What follows belongs to an exercise in optimizing a design on an open flow for small area, a short achievable clock period and few clock cycles per item; a production flow would make more cautious choices. The RTL was checked by simulation tests, not by an equivalence proof against the original design.

## PixelSolver
module PixelSolver (
  input               io_cmd_valid,
  output              io_cmd_ready,
  input      [27:0]   io_cmd_payload_x,
  input      [27:0]   io_cmd_payload_y,
  output              io_rsp_valid,
  input               io_rsp_ready,
  output     [5:0]    io_rsp_payload_iteration,
  input               clk,
  input               reset
);
  reg         v1;
  reg  [27:0] x, y, x01, y01;
  reg  [27:0] xb;
  reg  [5:0]  it1;
  reg  [3:0]  tg1, tgn;
  reg         n1;
  reg         v2;
  reg  [27:0] x02, y02;
  reg  [5:0]  it2;
  reg         ins2;
  reg  [3:0]  tg2;
  reg         b_v;
  reg  [27:0] bx, by;
  reg  [15:0] rb_v;
  reg  [5:0]  rb [0:15];
  reg  [4:0]  head, tail;
  reg         o_v;
  reg  [5:0]  o_it;
  wire pp_1;
  wire pp_2;
  wire pp_3;
  wire pp_4;
  wire pp_5;
  wire pp_6;
  wire pp_7;
  wire pp_8;
  wire pp_9;
  wire pp_10;
  wire pp_11;
  wire pp_12;
  wire pp_13;
  wire pp_14;
  wire pp_15;
  wire pp_16;
  ...
export LEC_CHECK = 0
export CAP_MARGIN = 20
export CORE_MARGIN = 2
export CORE_UTILIZATION = 40
export SLEW_MARGIN = 20
create_clock -name core_clock -period 12.0 [get_ports {clk}]
standard.sh (not shown) runs the stock make flow with config.mk's settings and CLKGATE_MAP_FILE= SYNTH_SCRIPT=/design/flow/synth_recipe.tcl, a recipe that flattens the netlist after the stock synthesis.
==> flow/flow/run.sh <==
#!/bin/bash
set -euo pipefail
RES="$PWD/orfs/results/sky130hd/PixelSolver/base"
bash standard.sh synth > standard_synth.log 2>&1
cp "$RES/1_2_yosys.v" "$RES/1_2_yosys.std.v"
python3 flow/polarity.py "$RES/1_2_yosys.std.v" "$RES/1_2_yosys.pol.v" > polarity.log 2>&1
sleep 1
cp "$RES/1_2_yosys.pol.v" "$RES/1_2_yosys.v"
touch "$RES/1_2_yosys.v"
bash standard.sh SETUP_SLACK_MARGIN=7 finish > standard_flow.log 2>&1
Other scripts of this flow, unchanged in this note and not shown: flow/flow/polarity.py
The starting point finished clean.
Testbench counts at the start, summed over its fixed seeds: cycles 13,606, pixels 2,048.
Change:
Settings changed: CORE_UTILIZATION 40 to 55.
=> The new run finished with timing, DRC and antenna clean; non-clock buffer count goes down by 13; cell count goes down by a few percent; utilization goes up by 16 points; final area goes down slightly.

P:
Another version of the RTL of PixelSolver (not shown whole).
Size: ~7700 cells after synthesis, roughly 68 I/O pins.
## PixelSolver
module PixelSolver (
  input               io_cmd_valid,
  output              io_cmd_ready,
  input      [27:0]   io_cmd_payload_x,
  input      [27:0]   io_cmd_payload_y,
  output              io_rsp_valid,
  input               io_rsp_ready,
  output     [5:0]    io_rsp_payload_iteration,
  input               clk,
  input               reset
);
  reg         v1;
  reg  [27:0] x, y, x01, y01;
  reg  [5:0]  it1;
  reg  [3:0]  tg1, tgn;
  reg         n1;
  reg         v2;
  reg  [27:0] x02, y02;
  reg  [5:0]  it2;
  reg  [3:0]  tg2;
  reg         b_v;
  reg  [27:0] bx, by;
  reg  [15:0] rb_v;
  reg  [5:0]  rb [0:15];
  reg  [4:0]  head, tail;
  wire pp_1;
  wire pp_2;
  wire pp_3;
  wire pp_4;
  wire pp_5;
  wire pp_6;
  wire pp_7;
  wire pp_8;
  wire pp_9;
  wire pp_10;
  wire pp_11;
  wire pp_12;
  wire pp_13;
  wire pp_14;
  wire pp_15;
  wire pp_16;
  wire pp_17;
  wire pp_18;
  wire pp_19;
  wire pp_20;
  wire pp_21;
  wire pp_22;
  wire pp_23;
  wire pp_24;
  wire pp_25;
  wire pp_26;
  wire pp_27;
  wire pp_28;
  wire pp_29;
  wire pp_30;
  wire pp_31;
  wire pp_32;
  wire pp_33;
  wire pp_34;
  wire pp_35;
  wire pp_36;
  wire pp_37;
  wire pp_38;
  wire pp_39;
  wire pp_40;
  wire pp_41;
  wire pp_42;
  wire pp_43;
  wire pp_44;
  wire pp_45;
  wire pp_46;
  wire pp_47;
  wire pp_48;
  wire pp_49;
  wire pp_50;
  wire pp_51;
  wire pp_52;
  wire pp_53;
  wire pp_54;
  wire pp_55;
  wire pp_56;
  wire pp_57;
  wire pp_58;
  wire pp_59;
  wire pp_60;
  wire pp_61;
  wire pp_62;
  wire pp_63;
  wire pp_64;
  ...
==> flow/config.mk <==
export PLATFORM = sky130hd
export DESIGN_NAME = PixelSolver
export DESIGN_NICKNAME = PixelSolver
export VERILOG_FILES = /design/flow/design.v
export SDC_FILE = /design/flow/constraint.sdc
export NUM_CORES = 4
export LEC_CHECK = 0
export CAP_MARGIN = 20
export CORE_MARGIN = 2
export CORE_UTILIZATION = 40
export SETUP_SLACK_MARGIN = 5
export SLEW_MARGIN = 20
==> flow/constraint.sdc <==
create_clock -name core_clock -period 12.0 [get_ports {clk}]
set_input_delay 2.4000 -clock core_clock [delete_from_list [all_inputs] [get_ports {clk}]]
set_output_delay 2.4000 -clock core_clock [all_outputs]
set_load 0.01 [all_outputs]
run.sh (not shown) runs the stock make flow with config.mk's settings and CLKGATE_MAP_FILE= SYNTH_SCRIPT=/design/flow/synth_recipe.tcl, a recipe that flattens the netlist after the stock synthesis.
Stock flow here: none of the scripts above is used.
Testbench counts of P, summed over its fixed seeds: cycles 13,265, pixels 2,048.
## Diff of input files: Q against P
- clearing SETUP_SLACK_MARGIN, which used to be 5
==> flow/flow/run.sh (new file) <==
#!/bin/bash
set -euo pipefail
bash standard.sh SETUP_SLACK_MARGIN=7 finish > standard_flow.log 2>&1
==> flow/standard.sh (new file) <==
#!/bin/bash
# synth_recipe.tcl (not shown) runs the flow's synth.tcl, then flattens the netlist and writes it again
# the make line also repeats each setting of config.mk as NAME=value (left out here)
make -C /OpenROAD-flow-scripts/flow DESIGN_CONFIG=/design/flow/config.mk WORK_HOME=/design/flow/orfs CLKGATE_MAP_FILE= SYNTH_SCRIPT=/design/flow/synth_recipe.tcl "${@:-finish}"
removed: flow/run.sh
Notes after the runs:
Reported for P and Q, number of flops mapped to enable cells by yosys turned out identical to the last digit.
Cell count: Q higher than P
Post-cts repair resize count came out higher on Q than on P.
The clock-pin slew reported for the worst setup and hold paths after clock tree synthesis of Q and that of P are within noise of each other.

red:
PixelSolver, a different RTL version from the one above (not shown whole).
export LEC_CHECK = 0
export CAP_MARGIN = 20
export CORE_MARGIN = 2
export CORE_UTILIZATION = 40
export SLEW_MARGIN = 20
create_clock -name core_clock -period 12.0 [get_ports {clk}]
standard.sh (not shown) runs the stock make flow with config.mk's settings and CLKGATE_MAP_FILE= SYNTH_SCRIPT=/design/flow/synth_recipe.tcl, a recipe that flattens the netlist after the stock synthesis.
==> flow/flow/run.sh <==
#!/bin/bash
set -euo pipefail
RES="$PWD/orfs/results/sky130hd/PixelSolver/base"
bash standard.sh synth > standard_synth.log 2>&1
cp "$RES/1_2_yosys.v" "$RES/1_2_yosys.std.v"
python3 flow/polarity.py "$RES/1_2_yosys.std.v" "$RES/1_2_yosys.pol.v" > polarity.log 2>&1
sleep 1
cp "$RES/1_2_yosys.pol.v" "$RES/1_2_yosys.v"
touch "$RES/1_2_yosys.v"
bash standard.sh SETUP_SLACK_MARGIN=7.5 finish > standard_flow.log 2>&1
Other scripts of this flow, unchanged in this note and not shown: flow/flow/polarity.py
Testbench counts of red, summed over its fixed seeds: cycles 13,606, pixels 2,048.
What blue does differently from red at the input level:
diff --git a/flow/flow/run.sh b/flow/flow/run.sh
--- a/flow/flow/run.sh
+++ b/flow/flow/run.sh
@@ -9,2 +9,2 @@
 touch "$RES/1_2_yosys.v"
-bash standard.sh SETUP_SLACK_MARGIN=7.5 finish > standard_flow.log 2>&1
+bash standard.sh SETUP_SLACK_MARGIN=7.4 finish > standard_flow.log 2>&1
--- outcome ---
On via count, red and blue are neck and neck.
On final cell count, blue tracks red almost exactly.
The run showing the smaller relative slew slack is blue.
Number of placed I/O pins across red and blue: no real change.
On worst hold slack, red and blue are basically level.

PixelSolver with an RTL version that a note above also has.
Size: ~6400 cells after synthesis, roughly 0.068 sq mm of cells after synthesis.
==> flow/config.mk <==
export PLATFORM = sky130hd
export DESIGN_NAME = PixelSolver
export DESIGN_NICKNAME = PixelSolver
export VERILOG_FILES = /design/flow/design.v
export SDC_FILE = /design/flow/constraint.sdc
export NUM_CORES = 4
export LEC_CHECK = 0
export CAP_MARGIN = 20
export CORE_MARGIN = 2
export CORE_UTILIZATION = 40
export SLEW_MARGIN = 20
==> flow/constraint.sdc <==
create_clock -name core_clock -period 12.0 [get_ports {clk}]
set_input_delay 2.4000 -clock core_clock [delete_from_list [all_inputs] [get_ports {clk}]]
set_output_delay 2.4000 -clock core_clock [all_outputs]
set_load 0.01 [all_outputs]
==> flow/flow/run.sh <==
#!/bin/bash
set -euo pipefail
RES="$PWD/orfs/results/sky130hd/PixelSolver/base"
bash standard.sh synth > standard_synth.log 2>&1
cp "$RES/1_2_yosys.v" "$RES/1_2_yosys.std.v"
python3 flow/polarity.py "$RES/1_2_yosys.std.v" "$RES/1_2_yosys.pol.v" > polarity.log 2>&1
sleep 1
cp "$RES/1_2_yosys.pol.v" "$RES/1_2_yosys.v"
touch "$RES/1_2_yosys.v"
bash standard.sh SETUP_SLACK_MARGIN=7.5 finish > standard_flow.log 2>&1
Other scripts of this flow, unchanged in this note and not shown: flow/flow/polarity.py
The baseline went through all stages and came out clean.
Testbench counts at the start, summed over its fixed seeds: cycles 13,606, pixels 2,048.
Edit:
--- a/flow/flow/run.sh
+++ b/flow/flow/run.sh
@@ -9,2 +9,2 @@
 touch "$RES/1_2_yosys.v"
-bash standard.sh SETUP_SLACK_MARGIN=7.5 finish > standard_flow.log 2>&1
+bash standard.sh SETUP_SLACK_MARGIN=8 finish > standard_flow.log 2>&1
The changed run finished with timing, DRC and antenna clean.
Design area is higher by 9.0%.
Wire length is higher by about 9%.
Synthesized cell count does not change.

afterwards: timing with drivers on the ports:
Ports are ideal in the flow. The routed layouts listed here were re-timed in OpenROAD. Step 1 sets driving cells, clkbuf_16 on the clock port and buf_2 on the other inputs (assumed; they add their load-dependent delay and slew). Step 2 moves the port delays by t, midway between the first and last clock arrival at a register: inputs arrive t later, outputs are due t later. That takes back most of the time a late clock gives input paths. Three values: no drivers, after step 1, after step 2; two values: the first two.
| run | t, ns | setup slack, ns | hold WS [ns] | clock arrival spread, ns | worst data-port slew with drivers (ns) |
|---|---|---|---|---|---|
| the first run of note 1 | 0.754 | 7.122 / 7.122 / 7.122 | 0.350 / 0.350 / 0.350 | 0.042 / 0.041 | 0.07 |
| the second run of note 1 | 0.755 | 7.098 / 7.098 / 7.098 | 0.346 / 0.346 / 0.346 | 0.039 / 0.038 | 0.07 |
| P | 0.800 | 5.297 / 5.297 / 5.297 | 0.321 / 0.321 / 0.321 | 0.067 / 0.067 | 0.06 |
| Q | 0.820 | 6.077 / 6.077 / 6.077 | 0.350 / 0.350 / 0.350 | 0.076 / 0.075 | 0.11 |
| red | 0.768 | 7.495 / 7.495 / 7.161 | 0.361 / 0.361 / 0.361 | 0.039 / 0.039 | 0.08 |
| blue | 0.770 | 7.471 / 7.432 / 7.081 | 0.362 / 0.362 / 0.362 | 0.039 / 0.039 | 0.08 |
| the first run of note 4 | 0.762 | 7.516 / 7.516 / 7.492 | 0.352 / 0.352 / 0.352 | 0.027 / 0.027 | 0.07 |
| the second run of note 4 | 0.768 | 7.576 / 7.576 / 7.454 | 0.349 / 0.349 / 0.349 | 0.051 / 0.051 | 0.07 |
After both steps setup and hold are still met in every run listed. For blue, which loses most, drivers alone change the setup slack by -0.039 ns; drivers and shift together by -0.390 ns.
